Background: an optimization exercise with open tools, aiming at small area. Do not read the settings as production practice. Function was checked by simulation only, so behaviour that the tests miss may differ from the original. No activity file was given, so power comes from the tool's default toggle rates.

File: flow/run.sh
#!/bin/bash
# synth_recipe.tcl (not shown) runs the flow's synth.tcl, then flattens the netlist and writes it again
# the make line also repeats each setting of config.mk as NAME=value (left out here)
make -C /OpenROAD-flow-scripts/flow DESIGN_CONFIG=/design/flow/config.mk WORK_HOME=/design/flow/orfs CLKGATE_MAP_FILE= SYNTH_SCRIPT=/design/flow/synth_recipe.tcl finish
File: flow/config.mk
export PLATFORM = sky130hd
export DESIGN_NAME = lab8
export DESIGN_NICKNAME = lab8
export VERILOG_FILES = /design/flow/design.v
export SDC_FILE = /design/flow/constraint.sdc
export NUM_CORES = 4
export LEC_CHECK = 0
export CAP_MARGIN = 20
export CORE_MARGIN = 2
export CORE_UTILIZATION = 30
export SLEW_MARGIN = 20
File: flow/constraint.sdc
create_clock -name core_clock -period 10.0 [get_ports {clk}]
set_input_delay 2.0000 -clock core_clock [delete_from_list [all_inputs] [get_ports {clk}]]
set_output_delay 2.0000 -clock core_clock [all_outputs]
set_load 0.01 [all_outputs]
File: flow/design.v
module clk100hz (input logic clk, reset,
                output logic tick100);
localparam int W = 4;
logic [W-1:0] q;
assign tick100 = (q == '0);
always_ff @(posedge clk or posedge reset)
begin
    if (reset)
        q <= '0;
    else
        q <= q - 1'b1;
end
endmodule
module clk1hz(input logic clk, reset,
            output logic tick1);
localparam int W = 10;
logic [W-1:0] q;
assign tick1 = (q == '0);
always_ff @(posedge clk or posedge reset)
begin
    if (reset)
        q <= '0;
    else
        q <= q - 1'b1;
end
endmodule
module d_ff(output logic [3:0] q,
            input logic clk, reset, enable,
            input logic [3:0] d);
always_ff @ (posedge clk or posedge reset)
begin
    if (reset)
        q <= 4'b0000;
    else begin
    if (enable)
            q <= d;
            end
end
endmodule
module alpha_shift(input logic clk, reset, direction,
                input logic [3:0] q0, q1, q2, q3, q4, q5, q6, q7, q8,
                output logic [3:0] y, 
                output logic [2:0] x);
logic tick100, tick1;
clk100hz DUT1 (
    .clk(clk),
    .reset(reset),
    .tick100(tick100)
);
clk1hz DUT2 (
    .clk(clk),
    .reset(reset),
    .tick1(tick1)
);
logic [2:0] ff0_q, ff0_d, ff1_q, ff1_d, ff2_q, ff2_d, ff3_q, ff3_d, ff4_q, ff4_d, ff5_q, ff5_d;
logic [2:0] ff6_q, ff6_d, ff7_q, ff7_d, ff8_q, ff8_d, ff9_q, ff9_d;
logic [2:0] ff10_q, ff10_d, ff11_q, ff11_d, ff12_q, ff12_d, ff13_q, ff13_d, ff14_q, ff14_d, ff15_q, ff15_d;
always_comb ff0_d = 3'd0;
always_ff@(posedge clk or posedge reset)
begin
    if (reset) begin
        ff0_q <= 3'd0;
    end
    else if (tick100) begin
        ff0_q <= ff0_d;
    end
end
always_comb ff1_d = ff1_q + 1;
always_ff@(posedge clk or posedge reset)
begin
    if (reset) begin
        ff1_q <= 3'd0;
    end
    else if (tick100) begin
        if (ff1_q == 3'd1) begin
            ff1_q <= 3'd0; end
        else begin
            ff1_q <= ff1_d; end
    end
end
always_comb ff2_d = ff2_q + 1;
always_ff@(posedge clk or posedge reset)
begin
    if (reset) begin
        ff2_q <= 3'd0;
    end
    else if (tick100) begin
        if (ff2_q == 3'd2) begin
            ff2_q <= 3'd0; end
        else begin
            ff2_q <= ff2_d; end
    end
end
always_comb ff3_d = ff3_q + 1;
always_ff@(posedge clk or posedge reset)
begin
    if (reset) begin
        ff3_q <= 3'd0;
    end
    else if (tick100) begin
        if (ff3_q == 3'd3) begin
            ff3_q <= 3'd0; end
        else begin
            ff3_q <= ff3_d; end
    end
end
always_comb ff4_d = ff4_q + 1;
always_ff@(posedge clk or posedge reset)
begin
    if (reset) begin
        ff4_q <= 3'd0;
    end
    else if (tick100) begin
        if (ff4_q == 3'd4) begin
            ff4_q <= 3'd0; end
        else begin
            ff4_q <= ff4_d; end
    end
end
always_comb ff5_d = ff5_q + 1;
always_ff@(posedge clk or posedge reset)
begin
    if (reset) begin
        ff5_q <= 3'd0;
    end
    else if (tick100) begin
        if (ff5_q == 3'd5) begin
            ff5_q <= 3'd0; end
        else begin
            ff5_q <= ff5_d; end
    end
end
always_comb ff6_d = ff6_q + 1;
always_ff@(posedge clk or posedge reset)
begin
    if (reset) begin
        ff6_q <= 3'd0;
    end
    else if (tick100) begin
        if (ff6_q == 3'd6) begin
            ff6_q <= 3'd0; end
        else begin
            ff6_q <= ff6_d; end
    end
end
always_comb ff7_d = ff7_q + 1;
always_ff@(posedge clk or posedge reset)
begin
    if (reset) begin
        ff7_q <= 3'd0;
    end
    else if (tick100) begin
        ff7_q <= ff7_d; end
end
always_comb ff8_d = ff8_q + 1;
always_ff@(posedge clk or posedge reset)
begin
    if (reset) begin
        ff8_q <= 3'd0;
    end
    else if (tick100) begin
        ff8_q <= ff8_d; end
end
always_comb ff9_d = ff9_q + 1;
always_ff@(posedge clk or posedge reset)
begin
    if (reset) begin
        ff9_q <= 3'd1;
    end
    else if (tick100) begin
        if (ff9_q == 3'd7) begin
            ff9_q <= 3'd1; end
        else begin
            ff9_q <= ff9_d; end
    end
end
always_comb ff10_d = ff10_q + 1;
always_ff@(posedge clk or posedge reset)
begin
    if (reset) begin
        ff10_q <= 3'd2;
    end
    else if (tick100) begin
        if (ff10_q == 3'd7) begin
            ff10_q <= 3'd2; end
        else begin
            ff10_q <= ff10_d; end
    end
end
always_comb ff11_d = ff11_q + 1;
always_ff@(posedge clk or posedge reset)
begin
    if (reset) begin
        ff11_q <= 3'd3;
    end
    else if (tick100) begin
        if (ff11_q == 3'd7) begin
            ff11_q <= 3'd3; end
        else begin
            ff11_q <= ff11_d; end
    end
end
always_comb ff12_d = ff12_q + 1;
always_ff@(posedge clk or posedge reset)
begin
    if (reset) begin
        ff12_q <= 3'd4;
    end
    else if (tick100) begin
        if (ff12_q == 3'd7) begin
            ff12_q <= 3'd4; end
        else begin
            ff12_q <= ff12_d; end
    end
end
always_comb ff13_d = ff13_q + 1;
always_ff@(posedge clk or posedge reset)
begin
    if (reset) begin
        ff13_q <= 3'd5;
    end
    else if (tick100) begin
        if (ff13_q == 3'd7) begin
            ff13_q <= 3'd5; end
        else begin
            ff13_q <= ff13_d; end
    end
end
always_comb ff14_d = ff14_q + 1;
always_ff@(posedge clk or posedge reset)
begin
    if (reset) begin
        ff14_q <= 3'd6;
    end
    else if (tick100) begin
        if (ff14_q == 3'd7) begin
            ff14_q <= 3'd6; end
        else begin
            ff14_q <= ff14_d; end
    end
end
always_comb ff15_d = 3'd7;
always_ff@(posedge clk or posedge reset)
begin
    if (reset) begin
        ff15_q <= 3'd7;
    end
    else if (tick100) begin
        ff15_q <= ff15_d;
    end
end
logic [3:0] m0,m1,m2,m3,m4,m5,m6,m7,m8,m9,m10,m11,m12,m13,m14,m15;
always_comb begin
    case(ff0_q)
        3'b000: m0 = q0;
        default: m0 = 4'b0000;
    endcase
end
always_comb begin
    case(ff1_q)
        3'b000: m1 = q1;
        3'b001: m1 = q0;
        default: m1 = 4'b0000;
    endcase
end
always_comb begin
    case(ff2_q)
        3'b000: m2 = q2;
        3'b001: m2 = q1;
        3'b010: m2 = q0;
        default: m2 = 4'b0000;
    endcase
end
always_comb begin
    case(ff3_q)
        3'b000: m3 = q3;
        3'b001: m3 = q2;
        3'b010: m3 = q1;
        3'b011: m3 = q0;
        default: m3 = 4'b0000;
    endcase
end
always_comb begin
    case(ff4_q)
        3'b000: m4 = q4;
        3'b001: m4 = q3;
        3'b010: m4 = q2;
        3'b011: m4 = q1;
        3'b100: m4 = q0;
        default: m4 = 4'b0000;
    endcase
end
always_comb begin
    case(ff5_q)
        3'b000: m5 = q5;
        3'b001: m5 = q4;
        3'b010: m5 = q3;
        3'b011: m5 = q2;
        3'b100: m5 = q1;
        3'b101: m5 = q0;
        default: m5 = 4'b0000;
    endcase
end
always_comb begin
    case(ff6_q)
        3'b000: m6 = q6;
        3'b001: m6 = q5;
        3'b010: m6 = q4;
        3'b011: m6 = q3;
        3'b100: m6 = q2;
        3'b101: m6 = q1;
        3'b110: m6 = q0;
        default: m6 = 4'b0000;
    endcase
end
always_comb begin
    case(ff7_q)
        3'b000: m7 = q7;
        3'b001: m7 = q6;
        3'b010: m7 = q5;
        3'b011: m7 = q4;
        3'b100: m7 = q3;
        3'b101: m7 = q2;
        3'b110: m7 = q1;
        3'b111: m7 = q0;
        default: m7 = 4'b0000;
    endcase
end
always_comb begin
    case(ff8_q)
        3'b000: m8 = q8;
        3'b001: m8 = q7;
        3'b010: m8 = q6;
        3'b011: m8 = q5;
        3'b100: m8 = q4;
        3'b101: m8 = q3;
        3'b110: m8 = q2;
        3'b111: m8 = q1;
        default: m8 = 4'b0000;
    endcase
end
always_comb begin
    case(ff9_q)
        3'b001: m9 = q8;
        3'b010: m9 = q7;
        3'b011: m9 = q6;
        3'b100: m9 = q5;
        3'b101: m9 = q4;
        3'b110: m9 = q3;
        3'b111: m9 = q2;
        default: m9 = 4'b0000;
    endcase
end
always_comb begin
    case(ff10_q)
        3'b010: m10 = q8;
        3'b011: m10 = q7;
        3'b100: m10 = q6;
        3'b101: m10 = q5;
        3'b110: m10 = q4;
        3'b111: m10 = q3;
        default: m10 = 4'b0000;
    endcase
end
always_comb begin
    case(ff11_q)
        3'b011: m11 = q8;
        3'b100: m11 = q7;
        3'b101: m11 = q6;
        3'b110: m11 = q5;
        3'b111: m11 = q4;
        default: m11 = 4'b0000;
    endcase
end
always_comb begin
    case(ff12_q)
        3'b100: m12 = q8;
        3'b101: m12 = q7;
        3'b110: m12 = q6;
        3'b111: m12 = q5;
        default: m12 = 4'b0000;
    endcase
end
always_comb begin
    case(ff13_q)
        3'b101: m13 = q8;
        3'b110: m13 = q7;
        3'b111: m13 = q6;
        default: m13 = 4'b0000;
    endcase
end
always_comb begin
    case(ff14_q)
        3'b110: m14 = q8;
        3'b111: m14 = q7;
        default: m14 = 4'b0000;
    endcase
end
always_comb begin
    case(ff15_q)
        3'b111: m15 = q8;
        default: m15 = 4'b0000;
    endcase
end
logic [3:0] counter_d, counter_q;
always_comb counter_d = counter_q + 1;
always_ff@(posedge clk or posedge reset)
begin
    if (reset) begin
        counter_q <= 4'd0;
    end
    else if (tick1) begin
        counter_q <= counter_d; end
end
logic [3:0] sub_d, sub_q;
always_comb sub_d = sub_q - 1;
always_ff@(posedge clk or posedge reset)
begin
    if (reset) begin
        sub_q <= 4'd15;
    end
    else if (tick1) begin
        if (sub_q == 4'd0) begin
            sub_q <= 4'd15; end
        else begin
            sub_q <= sub_d; end 
    end
end
logic [3:0] s;
always_comb begin
    if (direction) s = sub_q;
    else s = counter_q;
end
always_comb begin
    case(s)
        4'b0000:y = m0;
        4'b0001:y = m1;
        4'b0010:y = m2;
        4'b0011:y = m3;
        4'b0100:y = m4;
        4'b0101:y = m5;
        4'b0110:y = m6;
        4'b0111:y = m7;
        4'b1000:y = m8;
        4'b1001:y = m9;
        4'b1010:y = m10;
        4'b1011:y = m11;
        4'b1100:y = m12;
        4'b1101:y = m13;
        4'b1110:y = m14;
        4'b1111:y = m15;
        default: y = 4'b0000;
    endcase
end 
always_comb begin
    case(s)
        4'b0000:x = ff0_q;
        4'b0001:x = ff1_q;
        4'b0010:x = ff2_q;
        4'b0011:x = ff3_q;
        4'b0100:x = ff4_q;
        4'b0101:x = ff5_q;
        4'b0110:x = ff6_q;
        4'b0111:x = ff7_q;
        4'b1000:x = ff8_q;
        4'b1001:x = ff9_q;
        4'b1010:x = ff10_q;
        4'b1011:x = ff11_q;
        4'b1100:x = ff12_q;
        4'b1101:x = ff13_q;
        4'b1110:x = ff14_q;
        4'b1111:x = ff15_q;
        default: x = 3'b000;
    endcase
end 
endmodule
module lab8 (input logic [3:0] num, 
        input [3:0] sel,
        input logic write, reset, clk, direction,
        output logic an0, an1, an2, an3, an4, an5, an6, an7,
        output logic segA, segB, segC, segD, segE, segF, segG);
logic tick100, tick1;
logic en0, en1, en2, en3, en4, en5, en6, en7, en8;
logic [3:0] q0, q1, q2, q3, q4, q5, q6, q7, q8;
logic [4:0] lion;
logic [8:0] cubs;
logic [3:0] y;
logic [2:0] x;
clk100hz DUT1 (
    .clk(clk),
    .reset(reset),
    .tick100(tick100)
);
clk1hz DUT2 (
    .clk(clk),
    .reset(reset),
    .tick1(tick1)
);
always_comb
begin
    lion[4] = write;
    lion[3] = sel[3];
    lion[2] = sel[2];
    lion[1] = sel[1];
    lion[0] = sel[0];
end
always_comb
begin
    en0 = cubs[8];
    en1 = cubs[7];
    en2 = cubs[6];
    en3 = cubs[5];
    en4 = cubs[4];
    en5 = cubs[3];
    en6 = cubs[2];
    en7 = cubs[1];
    en8 = cubs[0];
end
always_comb begin
    if (!lion[4]) cubs = 9'b000000000;
    else case(lion)
        5'b10000: cubs = 9'b100000000;
        5'b10001: cubs = 9'b010000000;
        5'b10010: cubs = 9'b001000000;
        5'b10011: cubs = 9'b000100000;
        5'b10100: cubs = 9'b000010000;
        5'b10101: cubs = 9'b000001000;
        5'b10110: cubs = 9'b000000100;
        5'b10111: cubs = 9'b000000010;
        5'b11000: cubs = 9'b000000001;
        default: cubs = 9'b000000000;
    endcase
end
d_ff ff0 (
    .q (q0),
    .clk (clk),
    .reset (reset),
    .enable (en0 & tick100),
    .d (num)
);
d_ff ff1 (
    .q (q1),
    .clk (clk),
    .reset (reset),
    .enable (en1 & tick100),
    .d (num)
);
d_ff ff2 (
    .q (q2),
    .clk (clk),
    .reset (reset),
    .enable (en2 & tick100),
    .d (num)
);
d_ff ff3 (
    .q (q3),
    .clk (clk),
    .reset (reset),
    .enable (en3 & tick100),
    .d (num)
);
d_ff ff4 (
    .q (q4),
    .clk (clk),
    .reset (reset),
    .enable (en4 & tick100),
    .d (num)
);
d_ff ff5 (
    .q (q5),
    .clk (clk),
    .reset (reset),
    .enable (en5 & tick100),
    .d (num)
);
d_ff ff6 (
    .q (q6),
    .clk (clk),
    .reset (reset),
    .enable (en6 & tick100),
    .d (num)
);
d_ff ff7 (
    .q (q7),
    .clk (clk),
    .reset (reset),
    .enable (en7 & tick100),
    .d (num)
);
d_ff ff8 (
    .q (q8),
    .clk (clk),
    .reset (reset),
    .enable (en8 & tick100),
    .d (num)
);
alpha_shift CAT (
    .clk(clk),
    .reset(reset),
    .direction(direction),
    .y(y),
    .x(x),
    .q0(q0),
    .q1(q1),
    .q2(q2),
    .q3(q3),
    .q4(q4),
    .q5(q5),
    .q6(q6),
    .q7(q7),
    .q8(q8)
);
logic [3:0] bb;
always_comb begin
    case (sel)
        4'b0000:bb = q0;
        4'b0001:bb = q1;
        4'b0010:bb = q2;
        4'b0011:bb = q3;
        4'b0100:bb = q4;
        4'b0101:bb = q5;
        4'b0110:bb = q6;
        4'b0111:bb = q7;
        4'b1000:bb = q8;
        default: bb = 4'b0000;
    endcase
end
logic [3:0] h;
always_comb begin
    case(write)
        1'b0 : h = y;
        1'b1 : h = bb;
    endcase
end
logic [2:0] d;
logic [2:0] amma;
always_comb begin
    amma[2] = sel[2];
    amma[1] = sel[1];
    amma[0] = sel[0];
end
always_comb begin
    if (write) d = amma;
    else d = x;
end
logic [6:0] sara;
always_comb
begin
    segA = sara[6];
    segB = sara[5];
    segC = sara[4];
    segD = sara[3];
    segE = sara[2];
    segF = sara[1];
    segG = sara[0];
end
always_comb begin
    case (h)
        4'b0000: sara = 7'b0000001;
        4'b0001: sara = 7'b1001111;
        4'b0010: sara = 7'b0010010;
        4'b0011: sara = 7'b0000110;
        4'b0100: sara = 7'b1001100;
        4'b0101: sara = 7'b0100100;
        4'b0110: sara = 7'b0100000;
        4'b0111: sara = 7'b0001111;
        4'b1000: sara = 7'b0000000;
        4'b1001: sara = 7'b0000100;
        4'b1010: sara = 7'b0001000;
        4'b1011: sara = 7'b1100000;
        4'b1100: sara = 7'b0110001;
        4'b1101: sara = 7'b1000010;
        4'b1110: sara = 7'b0110000;
        4'b1111: sara = 7'b0111000;
    endcase
end
logic [7:0] zulfi;
always_comb
begin
    an0 = zulfi[7];
    an1 = zulfi[6];
    an2 = zulfi[5];
    an3 = zulfi[4];
    an4 = zulfi[3];
    an5 = zulfi[2];
    an6 = zulfi[1];
    an7 = zulfi[0];
end
always_comb begin
    case (d)
        3'b000: zulfi = 8'b01111111;
        3'b001: zulfi = 8'b10111111;
        3'b010: zulfi = 8'b11011111;
        3'b011: zulfi = 8'b11101111;
        3'b100: zulfi = 8'b11110111;
        3'b101: zulfi = 8'b11111011;
        3'b110: zulfi = 8'b11111101;
        3'b111: zulfi = 8'b11111110;
        default: zulfi = 8'b00000000;
    endcase
end
endmodule
==> flow_results.org, run 1 <==
** Route
- Total wire length after detailed routing :: 29700 um
- Post-DR wirelength/cell :: between 20 and 25 um
- Total vias in the final route :: approximately 8000
- For this run, design rule violations remaining after detail routing come to 0.
- Iteration count of the initial detailed-routing pass :: 9
- Using the TritonRoute via totals, the vias-per-cell ratio works out to approximately 6.0.
- Antenna viol nets, final :: 0
- Detailed Route Iter0 Violations :: 1143

** Critical path
- By instance count, the cell type seen most on the critical path is sky130_fd_sc_hd__clkdlybuf4s50_1.
- Worst setup path class :: input port to primary output
- For the worst setup path, the data required time is 8000 ps.
- For this run, the slowest stage of the critical path takes 800 ps.
- Of all nets on the critical path, the largest fanout is 25.
- Data arrives at the worst endpoint at around 6300 ps.
- Endpoint type of the worst setup path :: primary output
- The slowest stage of the critical path belongs to the cell sky130_fd_sc_hd__a21oi_1.
- The critical path goes through clkdlybuf4s50_1 > or3b_2 > nand2_2 > o211ai_1 > o21ai_0 > nor4_1 > a21oi_1 > or3b_1 > o211a_1 > clkdlybuf4s50_1.
- Startpoint type of the worst setup path :: input port

** STA
- The worst path uses 82.8% of the clock period.
- The count of final hold-check violations came to 0.
- At the pin with the least slew margin, the transition time is 989 ps.
- Post-Route Skew :: 9.34 ps
- Setup repair after global routing left no endpoint under its margin.
- Setup violations remaining at the end of the flow were counted as 0.
- Worst slew margin relative to its limit :: 34.1%
- After layout, the worst setup slack is around 1700 ps.
- Shortest period the worst path allows :: 8280 ps
- Max Clk Rate :: 0.121 GHz
- Sum of negative setup slack :: 0 ps
- The total count of max-transition violations in the final report was 0.

** Global route
- Summed over all layers, the global routing overflow is 0.
- The number of antenna violations at the first check in global routing is 0.
- The number of global-route vias before repair was 7415.
- Entering global routing, the biggest net connects 66 pins.
- Global routing used 19.1% of the available tracks across all layers.
- The first global-routing pass estimated 45300 um of wire.

** Clock tree
- The number of clock buffers added by TritonCTS is 9.
- Clock tree synthesis found a total of 104 sinks.
- Level count of the clock H-tree :: 3
- In this run, post-CTS hold repair placed 0 buffers.
- The clock passes through at most 2 buffers.
- The root buffer cell chosen for the clock tree is sky130_fd_sc_hd__clkbuf_16.
- Clock-pin slew was measured on the worst setup and hold paths at 90 ps.
- In this run the post-CTS setup repair buffer count came out at 0.
- TritonCTS built the clock tree.
- Clock latency at the later pin of the worst-skew pair :: 360 ps
- Post-CTS repair changed the size of 0 cells.

** Power and ir drop
- Worst IR drop on VDD :: 0.0000756 V
- Reported leakage power :: between 3 and 4 nW
- Cell internal power was estimated by the tool at 0.651 mW.
- Register share of total power :: 48.7%
- In this run switching power makes up 29.9% of total power.
- Summed over all nets, the switching power comes to 0.278 mW.
- Part of the power in the clock network :: 40.5%
- Combinational logic burns 10.7% of the power.
- In this run the power density over the cells is between 90 and 100 nW/um^2.

** Logic synthesis
- XOR/XNOR share of the synthesized area :: 2.10%
- In the synthesized netlist the async set-or-reset flop fraction comes to 100%.
- Synth unique cells :: 86
- Counting flops and latches in the post-synthesis netlist gives 104.
- Dominant combinational cell family by area after synthesis :: compound AO/OA/AOI/OAI gates
- The biggest area contributor in the post-synthesis netlist is sky130_fd_sc_hd__dfrtp_1.
- Net count after synthesis :: 1038
- Area share of the leading cell type in the synthesized netlist :: 25.9%
- After synthesis the cells add up to 8780 um^2.
- Number of synthesized flops with an enable pin :: 0
- Post-synthesis adder-cell area fraction :: 9.12%
- Synthesized area divided by synthesized cell count :: 9.12 um^2
- Most common flop cell mapped by yosys :: sky130_fd_sc_hd__dfrtp_1
- Summing the areas of all compound-gate instances in the mapped netlist gives 24.5% of the synthesized area.
- In the synthesized netlist, mux cells make up 12.0% of the area.
- Synthesized-area fraction occupied by and/or/nand/nor cells :: 15.4%
- After synthesis, flip-flops and latches occupy 29.8% of the total area.
- Most repeated cell in the gate-level netlist after synthesis :: sky130_fd_sc_hd__dfrtp_1
- Most instantiated cells after synthesis :: 91 x sky130_fd_sc_hd__dfrtp_1, 73 x sky130_fd_sc_hd__nand2_1, 64 x sky130_fd_sc_hd__ha_1, 62 x sky130_fd_sc_hd__clkbuf_1, 60 x sky130_fd_sc_hd__mux2_2
- Count of synthesis-stage warnings from yosys :: 5
- The cell count after synthesis came out at 962.
- Leading post-synthesis cells by cell area :: sky130_fd_sc_hd__dfrtp_1 26%, sky130_fd_sc_hd__ha_1 9.1%, sky130_fd_sc_hd__mux2_2 7.7%

** Placed design
- Port buffering added 26 buffers.
- Detailed placement HPWL :: about 21000 um
- At the placement stage, the worst setup path has a slack of between 1500 and 2000 ps.
- GPL Wtd Cong :: 0.982

** Floorplan
- Once the floorplan was initialized, standard cells occupied a little under a third of the core.
- Measured along the y axis, the die boundary spans 175 um.
- 27 I/O pins were placed.
- Number of rows in the core area :: 62
- The floorplan step defined a die boundary enclosing 30600 um^2.
- The floorplan step defined a core boundary enclosing 28800 um^2.
- Die width :: 175 um

** Final layout
- Relative to the synthesized area, the layout overhead comes to 7.40%.
- Share of cells above drive strength 1 :: 13.1%
- Number of inserted diodes :: 0
- Final Net Count :: 985

** Outcome
- Outcome :: finished clean

** Run
- Count of maximum capacitance violations :: 0

** Worst hold path
- The worst hold path belongs to the class register to register.
[cell families (layout without fill, tap and decap cells)]
group	count (synthesis)	in the layout
AO/OA/AOI/OAI	286	286
flip-flops	104	104
XOR/XNOR	21	21
AND/OR/NAND/NOR	250	250
multiplexers	90	90
buffers and inverters	147	99
adder cells (fa/ha/maj)	64	64
[per-stage QoR]
| step | cell area, um^2 | instances | hold WS [ps] | util, % | power (mW) |
|---|---|---|---|---|---|
| 2_1_floorplan | 8780 | 962 | 412 | - | 0.513 |
| 3_3_place_gp | 9120 | 1282 | 426 | 31.7 | 0.557 |
| 3_5_place_dp | 9120 | 1282 | 446 | 31.7 | 0.557 |
| 4_1_cts | 9430 | 1298 | 459 | 32.7 | 0.934 |
| 5_1_grt | 9430 | 1298 | 472 | 32.7 | 0.958 |
| 6_report | 9430 | 1298 | 448 | 32.7 | 0.929 |
[placed cells by master (no fill, tap or decap), types with 6 or more instances in the layout]
master and instances:
sky130_fd_sc_hd__nor4_1 6, sky130_fd_sc_hd__inv_1 53, sky130_fd_sc_hd__nand2_1 73, sky130_fd_sc_hd__dfrtp_1 91, sky130_fd_sc_hd__nand3b_1 9, sky130_fd_sc_hd__a31oi_1 8, sky130_fd_sc_hd__o22ai_1 7, sky130_fd_sc_hd__a222oi_1 27
sky130_fd_sc_hd__a21oi_1 38, sky130_fd_sc_hd__a221oi_1 22, sky130_fd_sc_hd__a22o_1 31, sky130_fd_sc_hd__nand4b_1 6, sky130_fd_sc_hd__o2111ai_1 10, sky130_fd_sc_hd__mux4_2 6, sky130_fd_sc_hd__clkbuf_16 9, sky130_fd_sc_hd__nand2b_1 9
sky130_fd_sc_hd__o21ai_0 51, sky130_fd_sc_hd__mux2_2 60, sky130_fd_sc_hd__a21o_1 7, sky130_fd_sc_hd__nand4_1 7, sky130_fd_sc_hd__xor2_1 10, sky130_fd_sc_hd__nor2b_1 6, sky130_fd_sc_hd__ha_1 64, sky130_fd_sc_hd__nand3_1 25
sky130_fd_sc_hd__a22oi_1 24, sky130_fd_sc_hd__o211ai_1 8, sky130_fd_sc_hd__clkdlybuf4s50_1 26, sky130_fd_sc_hd__and3_1 8, sky130_fd_sc_hd__a32oi_1 9, sky130_fd_sc_hd__xnor2_1 11, sky130_fd_sc_hd__nor2_1 42, sky130_fd_sc_hd__mux2i_1 23
sky130_fd_sc_hd__nor3_1 17, sky130_fd_sc_hd__dfstp_2 13
[per-layer routing]
layer / vias up / part of all wire (%) / track usage (%)
li1: 3514 / - / -
met1: 3845 / 43 / 25.7
met2: 404 / 44 / 28.7
met3: 83 / 9.2 / 4.98
met4: 0 / 3.7 / 8.85
met5: - / 0 / 0
[final timing paths]
check	startpoint	end	slack (ps)	cells past startpoint
max in group asynchronous	reset	ff3.q[3]	6720	3
hold reg to reg	DUT1.q[0]	DUT1.q[0]	450	1
setup reg to reg	DUT1.q[0]	ff2.q[3]	7340	6
hold / removal	DUT1.q[0]	DUT1.q[0]	450	1
setup / recovery	direction	segA	1720	10
min in group asynchronous	reset	CAT.DUT2.q[1]	2010	2
[cell type report]
class                      count  area [um^2]
clock buffer                   9          225
clock inverter                 7         80.1
fill                        2950        19400
inverter                      55          209
multi-input combinational    711         5540
sequential                   104         2620
tap                          384          480
timing repair buffer          28          275
[registers in the layout, indices dropped and copies added, names as in the netlist, 4 cells and up]
signal	cells
DUT1.q	4
ff8.q	4
CAT.counter_q	4
ff0.q	4
ff2.q	4
CAT.sub_q	4
ff1.q	4
ff6.q	4
ff3.q	4
ff7.q	4
CAT.DUT2.q	10
ff5.q	4
CAT.DUT1.q	4
ff4.q	4
[worst max-delay path: cells and delay by family]
family,cells,cell delay (ps)
AOI/OAI and AO/OA,4,1540
buffers and inverters,2,1250
and+or+nand+nor,4,1480
[power by group through the flow]
stage	combinational [mW]	sequential (mW)	clock [mW]
detailed placement	0.0984	0.459	0
CTS	0.0989	0.451	0.385
finish	0.0998	0.453	0.377
floorplan	0.0779	0.435	0
global placement	0.0979	0.459	0
global route	0.108	0.452	0.398
==> inputs of run 2 (changes only) <==
==> flow/design.v (replaced) <==
module lab8 (input logic [3:0] num,
        input [3:0] sel,
        input logic write, reset, clk, direction,
        output logic an0, an1, an2, an3, an4, an5, an6, an7,
        output logic segA, segB, segC, segD, segE, segF, segG);
logic [9:0] D;
always_ff @(posedge clk or posedge reset)
    if (reset) D <= '0;
    else       D <= D - 1'b1;
wire tick100 = (D[3:0] == 4'd0);
wire tick1   = tick100 & (D[9:4] == 6'd0);
logic [1:0] r3;
logic [2:0] r5, r7;
always_ff @(posedge clk or posedge reset)
    if (reset) begin
        r3 <= '0; r5 <= '0; r7 <= '0;
    end else if (tick100) begin
        r3 <= (r3 == 2'd2) ? 2'd0 : r3 + 1'b1;
        r5 <= (r5 == 3'd4) ? 3'd0 : r5 + 1'b1;
        r7 <= (r7 == 3'd6) ? 3'd0 : r7 + 1'b1;
    end
logic [3:0] C;
always_ff @(posedge clk or posedge reset)
    if (reset)      C <= '0;
    else if (tick1) C <= C + 1'b1;
logic [3:0] Q [0:8];
always_ff @(posedge clk or posedge reset)
    if (reset) begin
        for (int i = 0; i < 9; i++) Q[i] <= '0;
    end else if (tick100 & write) begin
        for (int i = 0; i < 8; i++)
            if (sel == 4'(i)) Q[i] <= num;
        if (sel[3]) Q[8] <= num;
    end
wire [2:0] t8 = 3'd0 - D[6:4];                   
logic [2:0] m6;                                   
always_comb
    case ({r3, t8[0]})
        3'b000: m6 = 3'd0;
        3'b001: m6 = 3'd3;
        3'b010: m6 = 3'd4;
        3'b011: m6 = 3'd1;
        3'b100: m6 = 3'd2;
        3'b101: m6 = 3'd5;
        default: m6 = 3'd0;
    endcase
wire [2:0] u = C[2:0] ^ {3{C[3]}};
wire s3 = C[3] ^ direction;
logic [2:0] r;
always_comb
    case (u)
        3'd0: r = 3'd0;
        3'd1: r = {2'b0, t8[0]};
        3'd2: r = {1'b0, r3};
        3'd3: r = {1'b0, t8[1:0]};
        3'd4: r = r5;
        3'd5: r = m6;
        3'd6: r = r7;
        default: r = t8;
    endcase
wire [2:0] v = u - r;
logic [2:0] d, idx;
logic idx8;
always_comb
    if (write) begin
        d = sel[2:0]; idx = sel[2:0]; idx8 = sel[3];
    end else if (!s3) begin
        d = r; idx = v; idx8 = 1'b0;
    end else begin
        d = ~v; idx = 3'd0 - r; idx8 = (r == 3'd0);
    end
wire [3:0] h = idx8 ? Q[8] : Q[idx];
logic [6:0] seg;
always_comb
    case (h)
        4'h0: seg = 7'b0000001;
        4'h1: seg = 7'b1001111;
        4'h2: seg = 7'b0010010;
        4'h3: seg = 7'b0000110;
        4'h4: seg = 7'b1001100;
        4'h5: seg = 7'b0100100;
        4'h6: seg = 7'b0100000;
        4'h7: seg = 7'b0001111;
        4'h8: seg = 7'b0000000;
        4'h9: seg = 7'b0000100;
        4'hA: seg = 7'b0001000;
        4'hB: seg = 7'b1100000;
        4'hC: seg = 7'b0110001;
        4'hD: seg = 7'b1000010;
        4'hE: seg = 7'b0110000;
        default: seg = 7'b0111000;
    endcase
assign {segA, segB, segC, segD, segE, segF, segG} = seg;
wire [7:0] an = ~(8'd1 << d);
assign {an7, an6, an5, an4, an3, an2, an1, an0} = an;
endmodule
--- a/flow/config.mk
+++ b/flow/config.mk
@@ -6,6 +6,7 @@
 export NUM_CORES = 4
 export LEC_CHECK = 0
+export ABC_AREA = 1
 export CAP_MARGIN = 20
 export CORE_MARGIN = 2
-export CORE_UTILIZATION = 30
+export CORE_UTILIZATION = 60
 export SLEW_MARGIN = 20
==> run 2 against run 1 <==
  * Sequential share of layout area up 5.5 points
  * Cell count down 53%
  * Clock power down about 30%
  * Hold slack worse by 20 ps
  * Sequential power down 45%
  * Non-clock buffer count up 1
  * Critical endpoint unchanged
  * Largest cell class unchanged
  * Highest routed layer unchanged
==> flow_results.org, run 2 <==
** Outcome
- Outcome :: finished clean

** Route
- The detail route stage leaves a number of antenna-violating nets equal to 0.
- Via density :: 5.34
- After the first detailed-routing iteration, the DRC count stood at 384.
- Summed over all layers, the routed wires come to ~8400 um.
- After detailed routing, the average wire length per cell comes to ~14 um.
- Total vias in the final route :: 3276
- For this run, design rule violations remaining after detail routing come to 0.
- The first detailed-routing pass took 6 iterations.

** Clock tree
- In this run the clock root is driven by a sky130_fd_sc_hd__clkbuf_8.
- Number of buffers inserted for hold repair after clock tree synthesis :: 0
- Post-CTS timing repair inserted 0 buffers for setup.
- Number of buffers added by the clock tree synthesis step :: 9
- Clock sinks :: 58
- In this run, post-CTS repair resized a total of 0 instances.
- Clock latency on the worst-skew pair, taken at its later pin, is around 340 ps.
- After clock tree synthesis, the clock-pin slew on the worst setup and hold paths is 70 ps.
- Buffer levels on the longest clock path :: 2
- The clock tree synthesis step divided the H-tree into 3 levels.
- TritonCTS built the clock tree.

** Critical path
- For this design, the slowest cell found on the critical path is sky130_fd_sc_hd__a2111oi_1.
- Worst-case register-to-register setup slack :: between 7000 and 8000 ps
- Worst setup path class :: register to primary output
- Data required time at the worst endpoint :: around 8000 ps
- Endpoint type of the worst setup path :: primary output
- Cell occurring most often along the worst timing path :: sky130_fd_sc_hd__nand2_1
- Critical path arrival :: 5160 ps
- Traced cell by cell, the critical path runs through inv_1 > ha_1 > and3_1 > a2111oi_1 > fa_1 > xor2_1 > nand3_1 > nand2_2 > nand2_4 > nand2_4 > nand2_4 > nand2_1 > nand2_1 > nor2_2 > nand2_2 > a21boi_0 > ha_1 > nand3_1 > nand2_1 > nand2_1 > nand2_1 > clkdlybuf4s50_1.
- Critical Path Fanout Max :: 15
- Startpoint type of the worst setup path :: register
- Slowest cell delay on critical path :: 780 ps

** Final layout
- Summing all multi-input logic gate instances after layout gives ~2000 um^2.
- Across the whole layout, storage elements account for 1450 um^2.
- Biggest registers after layout :: Q (36), D (10), C (4)
- At the end of the flow, the number of nets in the layout was 562.
- Counting the fill cells in the layout gives 496.
- The post-route netlist has 13.9% of its cells at a drive strength greater than 1.
- Area of all placed cells without fillers :: 4360 um^2
- Number of flip-flops in the largest register :: 36
- Most flops, register :: Q
- The top cell types in the final layout, fill and taps aside, are 125 x sky130_fd_sc_hd__nand2_1, 58 x sky130_fd_sc_hd__dfrtp_1, 55 x sky130_fd_sc_hd__inv_1, 49 x sky130_fd_sc_hd__nor2_1, 35 x sky130_fd_sc_hd__nand3_1.
- Number of inserted diodes :: 0
- Leading cell type in the layout, fill and taps excluded :: sky130_fd_sc_hd__nand2_1
- Layout Area Growth over Synthesis :: 15.7%

** Logic synthesis
- For this run, the number of Yosys warnings is 2.
- The mapped netlist covers 3770 um^2.
- By area the synthesized netlist is led by sky130_fd_sc_hd__dfrtp_1 39%, sky130_fd_sc_hd__nand2_1 12%, sky130_fd_sc_hd__inv_1 5.6%.
- Counting instances in the post-synthesis netlist gives the leading cell types as 125 x sky130_fd_sc_hd__nand2_1, 58 x sky130_fd_sc_hd__dfrtp_1, 56 x sky130_fd_sc_hd__inv_1, 49 x sky130_fd_sc_hd__nor2_1, 35 x sky130_fd_sc_hd__nand3_1.
- The average instance in the mapped netlist occupies 7.60 um^2.
- Yosys reg bits :: 58
- After synthesis, flip-flops and latches occupy 38.5% of the total area.
- Number of synthesized flops with an enable pin :: 0
- Most common flop cell mapped by yosys :: sky130_fd_sc_hd__dfrtp_1
- In the synthesized netlist the async set-or-reset flop fraction comes to 100%.
- By instance count, the leading cell after synthesis is sky130_fd_sc_hd__nand2_1.
- Synth unique cells :: 39
- Area share of the leading cell type in the synthesized netlist :: 38.5%
- The biggest area contributor in the post-synthesis netlist is sky130_fd_sc_hd__dfrtp_1.
- When the netlist entered floorplanning its net count stood at between 500 and 600.
- The cell count after synthesis came out at around 500.

** STA
- In this run the tightest slew margin relative to its limit is approximately 42%.
- Slew of the pin with the lowest slew margin :: 860 ps
- Shortest period the worst path allows :: about 7200 ps
- Sum of negative setup slack :: 0 ps
- Fin. max-slew vios :: 0
- Setup violations remaining at the end of the flow were counted as 0.
- On the final layout, the worst hold slack is about 430 ps.
- Share of the cycle needed by the critical path after routing :: 71.6%
- Max Clk Rate :: between 0.1 and 0.15 GHz
- Post-Route Skew :: 13.3 ps
- RSZ-0062 raised after global routing :: false
- The count of final hold-check violations was 0.
- Minimum setup slack in the final design :: 2840 ps

** Global route
- The number of global-route vias before repair was 3052.
- Entering global routing, the biggest net connects between 50 and 60 pins.
- In this run the most used layer during global routing was met2.
- Global routing consumed, over all layers together, 25.3% of the routing resources.
- The first global-routing pass estimated 14100 um of wire.
- Initial antenna violation count :: 0
- Global routing used 35.8% of the available met1 tracks.
- In the global route stage, met2 resource usage came out at approximately two fifths.
- For met3 alone, demand over resource in global routing was about 4.1%.
- Leftover overflow at the end of global routing :: 0

** Power and ir drop
- Reported leakage power :: ~2.2 nW
- Ratio of total power to cell area :: 142 nW/um^2
- Worst IR drop on VDD :: around 0.00012 V

** Placed design
- GPL Wtd Cong :: 0.890
- Area of placed instances :: 4120 um^2
- Post-place setup slack :: 2860 ps
- The wire-length estimate of the detail-placed layout is 6130 um.
- In this run the tool buffered the top-level ports with 26 buffer cells.

** Run
- Across the run, the number of max-cap violations was 0.

** Floorplan
- Number of I/O pins :: 27
- The die covers 6930 um^2.
- Number of rows in the core area :: 28
- From left edge to right edge, the die measures 83.2 um.
- Vert. Die Dim :: 83.2 um
- The core region is 5990 um^2.
- Starting density of the core :: 62.9%

** Worst hold path
- Hold WC Path Type :: register to register
run 2: changes by cell type after synthesis, moves of 20 or more:
cell / delta
sky130_fd_sc_hd__mux2_2: -60
sky130_fd_sc_hd__a22oi_1: -24
sky130_fd_sc_hd__nand2_1: +52
sky130_fd_sc_hd__o21ai_0: -20
sky130_fd_sc_hd__a221oi_1: -22
sky130_fd_sc_hd__a222oi_1: -27
sky130_fd_sc_hd__clkbuf_1: -61
sky130_fd_sc_hd__ha_1: -48
sky130_fd_sc_hd__dfrtp_1: -33
sky130_fd_sc_hd__a22o_1: -31
sky130_fd_sc_hd__mux2i_1: -23
run 2: final timing paths:
check / start / end / cells after the start
min in group asynchronous: reset / r5[1] / 3
max reg2reg: D[0] / Q[5][1] / 8
max in group asynchronous: reset / Q[4][1] / 3
min reg2reg: D[0] / D[0] / 1
min: D[0] / D[0] / 1
max: D[4] / segA / 22
run 2: cell type report:
type / instances / share of cell area (%)
Timing Repair Buffer: 29 / 6.49
Multi-Input combinational cell: 373 / 47.0
Inverter: 62 / 5.57
Clock inverter: 7 / 2.67
Clock buffer: 9 / 2.84
Tap cell: 75 / 2.15
Sequential cell: 58 / 33.3
run 2: cell families after synthesis:
family | share of synthesized area (%)
compound gates | 11.5
xor+xnor | 2.56
fa+ha+maj | 5.85
buf+inv | 7.14
flops | 38.5
simple gates | 34.5
run 2: layer usage:
metal  vias up  wire length [um]
met4         0               137
met2       100              3830
met3        13               388
met1      1491              4020
li1       1672                 -
met5         -                 0
run 2: per-stage QoR:
stage | util [%] | std cells | total power [mW]
after detailed placement | 68.8 | 597 | 0.358
final | 72.8 | 613 | 0.619
after CTS | 72.8 | 613 | 0.620
after global placement | 68.7 | 597 | 0.356
after floorplan | - | 496 | 0.320
after global routing | 72.8 | 613 | 0.644
run 2: worst max-delay path, delay by kind of cell, from the launching register on:
kind | cells | cell delay (ps)
XOR/XNOR | 1 | 190
buffers and inverters | 2 | 670
AND/OR/NAND/NOR | 14 | 1520
AO/OA/AOI/OAI | 2 | 1020
adder cells (fa/ha/maj) | 3 | 950
flip-flops | 1 | 470
run 2: report_power, final:
part | switching (mW) | internal [mW] | leakage (nW)
Combinational | 0.0628 | 0.0424 | 1.35
Clock | 0.0990 | 0.165 | 0.120
Sequential | 0.00521 | 0.244 | 0.720
Total | 0.167 | 0.452 | 2.19

what the ideal ports hide:
The results above use ideal ports. As a check the final layouts listed here were re-extracted and re-timed, cells and wires unchanged. Step 1 (the two cells are an assumption about what drives the block):
set clk [get_ports {clk}]
set_driving_cell -lib_cell sky130_fd_sc_hd__clkbuf_16 $clk
set_driving_cell -lib_cell sky130_fd_sc_hd__buf_2 [delete_from_list [all_inputs] $clk]
Step 2 times the ports against the registers' clock, not the clock port: input delays grow and output delays shrink by t, the midpoint of the rising clock arrivals with the driver on. Slacks: no drivers / after step 1 / after step 2; pairs: no drivers / after step 1.
run	t, ns	setup WS [ns]	worst data-port slew with drivers (ns)
run 1	0.411	1.716 / 1.677 / 1.677	0.05
run 2	0.366	2.841 / 2.799 / 2.799	0.05
After both steps every run listed still meets setup and hold. For run 2, which loses most, drivers alone change the setup slack by -0.042 ns; drivers and shift together by -0.042 ns.
